Source: an optimization exercise on an open RTL-to-GDS flow (aim: small area, a short achievable clock period and few clock cycles per item). Production flows keep margins and buffers that such runs may drop.
RTL that was checked went through simulation tests only; none was proved equivalent to the original.
Power is estimated from default activity; no workload was simulated.

==> flow/design.v <==
`timescale          1ns/1ps
`default_nettype    none
module MS_DMAC_AHBL (
    input   wire    HCLK,
    input   wire    HRESETn,
    output  wire    IRQ,
    input wire          HSEL,
    input wire [31:0]   HADDR,
    input wire [1:0]    HTRANS,
    input wire          HWRITE,
    input wire          HREADY,
    input wire [31:0]   HWDATA,
    input wire [2:0]    HSIZE,
    output wire         HREADYOUT,
    output wire [31:0]  HRDATA,
    output wire [31:0]  M_HADDR,
    output wire [1:0]   M_HTRANS,
    output wire [2:0] 	M_HSIZE,
    output wire         M_HWRITE,
    output wire [31:0]  M_HWDATA,
    input wire          M_HREADY,
    input wire [31:0]   M_HRDATA
);
    reg         wr_en;
    reg         s_ctrl, s_saddr, s_daddr, s_size, s_trig;
    always @(posedge HCLK or negedge HRESETn)
        if (~HRESETn) wr_en <= 1'b0;
        else wr_en <= HREADY & HSEL & HTRANS[1] & HWRITE & (HADDR[7:5] == 3'b000);
    always @(posedge HCLK) begin
        s_ctrl  <= (HADDR[4:2] == 3'd0);
        s_saddr <= (HADDR[4:2] == 3'd2);
        s_daddr <= (HADDR[4:2] == 3'd3);
        s_size  <= (HADDR[4:2] == 3'd4);
        s_trig  <= (HADDR[4:2] == 3'd5);
    end
    wire        trig_wr = wr_en & s_trig;
    reg [31:0]  CTRL_REG;
    reg [31:0]  SADDR_REG;
    reg [31:0]  DADDR_REG;
    reg [15:0]  SIZE_REG;
    wire [31:0] ctrl_nx  = (wr_en & s_ctrl)  ? HWDATA : CTRL_REG;
    wire [31:0] saddr_nx = (wr_en & s_saddr) ? HWDATA : SADDR_REG;
    wire [31:0] daddr_nx = (wr_en & s_daddr) ? HWDATA : DADDR_REG;
    wire [15:0] size_nx  = (wr_en & s_size)  ? HWDATA[15:0] : SIZE_REG;
    always @(posedge HCLK or negedge HRESETn)
        if (~HRESETn) begin
            CTRL_REG  <= 32'h0;
            SADDR_REG <= 32'h0;
            DADDR_REG <= 32'h0;
            SIZE_REG  <= 16'h0;
        end else begin
            CTRL_REG  <= ctrl_nx;
            SADDR_REG <= saddr_nx;
            DADDR_REG <= daddr_nx;
            SIZE_REG  <= size_nx;
        end
    wire        EN        = CTRL_REG[0];
    wire [1:0]  SRC_TYPE  = CTRL_REG[17:16];
    wire [2:0]  SRC_AI    = CTRL_REG[20:18];
    wire [1:0]  DEST_TYPE = CTRL_REG[25:24];
    wire [2:0]  DEST_AI   = CTRL_REG[28:26];
    reg         busy;        
    reg         done;        
    reg         htrans_q;    
    reg         hwrite_q;    
    reg [1:0]   hsize_q;
    reg         htrans_o;    
    reg         hwrite_o;
    reg [15:0]  cntr;        
    reg [31:0]  haddr_q;     
    reg [31:0]  rdata;
    wire        issue     = htrans_q & M_HREADY;
    wire        last      = (cntr == SIZE_REG);
    wire        start     = trig_wr & HWDATA[0] & EN & (SIZE_REG != 16'h0);
    wire        finish    = busy & EN & ~htrans_q & M_HREADY;
    reg         htrans_nx, hwrite_nx;
    always @* begin
        htrans_nx = htrans_q;
        hwrite_nx = hwrite_q;
        if (start) begin
            htrans_nx = 1'b1;
            hwrite_nx = 1'b0;
        end else if (issue) begin
            if (~hwrite_q) begin
                hwrite_nx = 1'b1;
            end else if (last) begin
                htrans_nx = 1'b0;
            end else begin
                hwrite_nx = 1'b0;
            end
        end
    end
    always @(posedge HCLK or negedge HRESETn)
        if (~HRESETn) begin
            htrans_q <= 1'b0;
            hwrite_q <= 1'b1;
            htrans_o <= 1'b0;
            hwrite_o <= 1'b0;
        end else begin
            htrans_q <= htrans_nx;
            hwrite_q <= hwrite_nx;
            htrans_o <= htrans_nx;
            hwrite_o <= hwrite_nx & htrans_nx;
        end
    function [2:0] ai_shift(input [2:0] ai);
        ai_shift = (ai == 3'd4) ? 3'b100 :
                   (ai == 3'd2) ? 3'b010 :
                   (ai != 3'd0) ? 3'b001 : 3'b000;
    endfunction
    wire        nx_is_wr = htrans_nx & ~hwrite_nx;
    reg         sel_wr_q;
    reg [2:0]   shift_q;
    always @(posedge HCLK or negedge HRESETn)
        if (~HRESETn) sel_wr_q <= 1'b0;
        else sel_wr_q <= nx_is_wr;
    always @(posedge HCLK) begin
        shift_q <= nx_is_wr ? ai_shift(DEST_AI) : ai_shift(SRC_AI);
        if (~htrans_q | M_HREADY)
            hsize_q <= (htrans_q & ~hwrite_q) ? DEST_TYPE : SRC_TYPE;
    end
    always @(posedge HCLK or negedge HRESETn)
        if (~HRESETn) cntr <= 16'h0;
        else if (issue & ~hwrite_q) cntr <= cntr + 16'h1;
        else if (issue & last) cntr <= 16'h0;
    wire [31:0] base      = sel_wr_q ? DADDR_REG : SADDR_REG;
    wire [17:0] offset    = ({18{shift_q[2]}} & {cntr, 2'b00})
                          | ({18{shift_q[1]}} & {1'b0, cntr, 1'b0})
                          | ({18{shift_q[0]}} & {2'b00, cntr});
    wire [31:0] next_addr = base + {14'h0, offset};
    always @(posedge HCLK)
        if (~htrans_q | M_HREADY) haddr_q <= next_addr;
    wire        half_from_word = (SRC_TYPE == 2'd2) & (DEST_TYPE == 2'd1);
    always @(posedge HCLK)
        if (htrans_q & hwrite_q) begin
            rdata[15:0]  <= M_HRDATA[15:0];
            rdata[31:16] <= half_from_word ? M_HRDATA[15:0] : M_HRDATA[31:16];
        end
    wire        busy_nx = trig_wr ? HWDATA[0] : (busy & ~finish);
    wire        done_nx = ~trig_wr & (done | finish);
    always @(posedge HCLK or negedge HRESETn)
        if (~HRESETn) begin
            busy <= 1'b0;
            done <= 1'b0;
        end else begin
            busy <= busy_nx;
            done <= done_nx;
        end
    reg [31:0]  hrdata_q;
    always @(posedge HCLK)
        case (HADDR[4:2])
            3'd0:    hrdata_q <= ctrl_nx;
            3'd1:    hrdata_q <= {31'h0, done_nx};
            3'd2:    hrdata_q <= saddr_nx;
            3'd3:    hrdata_q <= daddr_nx;
            3'd4:    hrdata_q <= {16'h0, size_nx};
            default: hrdata_q <= {31'h0, busy_nx};
        endcase
    assign IRQ       = done;
    assign HREADYOUT = 1'b1;
    assign HRDATA   = hrdata_q;
    assign M_HADDR  = haddr_q;
    assign M_HTRANS = {htrans_o, 1'b0};
    assign M_HWRITE = hwrite_o;
    assign M_HSIZE  = {1'b0, hsize_q};
    assign M_HWDATA = rdata;
endmodule
clock: 7.0 ns
lec_check: 0
abc_clock_period_in_ps: 2500
cap_margin: 20
core_margin: 2
core_utilization: 40
cts_cluster_diameter: 100
cts_cluster_size: 30
setup_slack_margin: 4.4
slew_margin: 20
run.sh (not shown) runs the stock make flow with config.mk's settings and CLKGATE_MAP_FILE= SYNTH_SCRIPT=/design/flow/synth_recipe.tcl, a recipe that flattens the netlist after the stock synthesis.
Next try:
--- a/flow/design.v
+++ b/flow/design.v
@@ -65,10 +65,12 @@
     reg         hwrite_q;    
     reg [1:0]   hsize_q;
     reg         htrans_o;    
     reg         hwrite_o;
+    reg [2:0]   step_q;      
     reg [15:0]  cntr;        
     reg [31:0]  haddr_q;     
+    reg [31:0]  nxaddr_q;    
     reg [31:0]  rdata;
     wire        issue     = htrans_q & M_HREADY;
     wire        last      = (cntr == SIZE_REG);
     wire        start     = trig_wr & HWDATA[0] & EN & (SIZE_REG != 16'h0);
@@ -101,35 +103,31 @@
             hwrite_q <= hwrite_nx;
             htrans_o <= htrans_nx;
             hwrite_o <= hwrite_nx & htrans_nx;
         end
-    function [2:0] ai_shift(input [2:0] ai);
-        ai_shift = (ai == 3'd4) ? 3'b100 :
-                   (ai == 3'd2) ? 3'b010 :
-                   (ai != 3'd0) ? 3'b001 : 3'b000;
+    function [2:0] ai_step(input [2:0] ai);
+        ai_step = (ai == 3'd4) ? 3'b100 :
+                  (ai == 3'd2) ? 3'b010 :
+                  (ai != 3'd0) ? 3'b001 : 3'b000;
     endfunction
-    wire        nx_is_wr = htrans_nx & ~hwrite_nx;
-    reg         sel_wr_q;
-    reg [2:0]   shift_q;
-    always @(posedge HCLK or negedge HRESETn)
-        if (~HRESETn) sel_wr_q <= 1'b0;
-        else sel_wr_q <= nx_is_wr;
-    always @(posedge HCLK) begin
-        shift_q <= nx_is_wr ? ai_shift(DEST_AI) : ai_shift(SRC_AI);
-        if (~htrans_q | M_HREADY)
+    always @(posedge HCLK)
+        if (~htrans_q | M_HREADY) begin
             hsize_q <= (htrans_q & ~hwrite_q) ? DEST_TYPE : SRC_TYPE;
-    end
+            step_q  <= (htrans_q & ~hwrite_q) ? ai_step(DEST_AI) : ai_step(SRC_AI);
+        end
     always @(posedge HCLK or negedge HRESETn)
         if (~HRESETn) cntr <= 16'h0;
         else if (issue & ~hwrite_q) cntr <= cntr + 16'h1;
         else if (issue & last) cntr <= 16'h0;
-    wire [31:0] base      = sel_wr_q ? DADDR_REG : SADDR_REG;
-    wire [17:0] offset    = ({18{shift_q[2]}} & {cntr, 2'b00})
-                          | ({18{shift_q[1]}} & {1'b0, cntr, 1'b0})
-                          | ({18{shift_q[0]}} & {2'b00, cntr});
-    wire [31:0] next_addr = base + {14'h0, offset};
+    wire [31:0] stepped = haddr_q + {29'h0, step_q};
     always @(posedge HCLK)
-        if (~htrans_q | M_HREADY) haddr_q <= next_addr;
+        if (~htrans_q) begin
+            haddr_q  <= SADDR_REG;
+            nxaddr_q <= DADDR_REG;
+        end else if (M_HREADY) begin
+            haddr_q  <= nxaddr_q;
+            nxaddr_q <= stepped;
+        end
     wire        half_from_word = (SRC_TYPE == 2'd2) & (DEST_TYPE == 2'd1);
     always @(posedge HCLK)
         if (htrans_q & hwrite_q) begin
             rdata[15:0]  <= M_HRDATA[15:0];
Outcome: Routed wire length climbs by a little under a tenth; global-route usage climbs by 0.42 points; first-iteration DRC count climbs by about a fifth; sequential share of layout area climbs by 5.8 points; critical path depth drops by 11; register-to-register slack improved by 0.57 ns; via count is about the same; final cell count climbs slightly; worst setup slack improved by 0.42 ns; power climbs by roughly a tenth; clock-buffer cell count climbs by 2; worst hold slack hardly moves.
Testbench counts after the change, summed over its fixed seeds: cycles 18,508, items 5,221.
Only the layout flow was run in the first run of this note; the RTL was not checked for function there.

## afterwards: timing with drivers on the ports
The flow's constraints put no driver on any port. The routed layouts listed below were extracted and timed again, unchanged, in two steps. Step 1 assumes that a clkbuf_16 drives the clock port and a buf_2 every other input. Step 2 also shifts input and output timing later by t, the mid clock arrival at the registers, as if the neighbouring blocks saw the same clock. Slacks: ideal ports / drivers / drivers and shift; pairs: ideal ports / drivers.
run | t (ns) | setup slack, ns | worst setup path at the end
the first run | 0.528 | 3.974 / 3.974 / 3.974 | register to register
the second run | 0.535 | 4.389 / 4.342 / 3.936 | input to register
After both steps setup and hold are still met in every run listed. The setup slack of the second run, which loses most, moves by -0.047 ns with the drivers and by -0.453 ns with both steps.
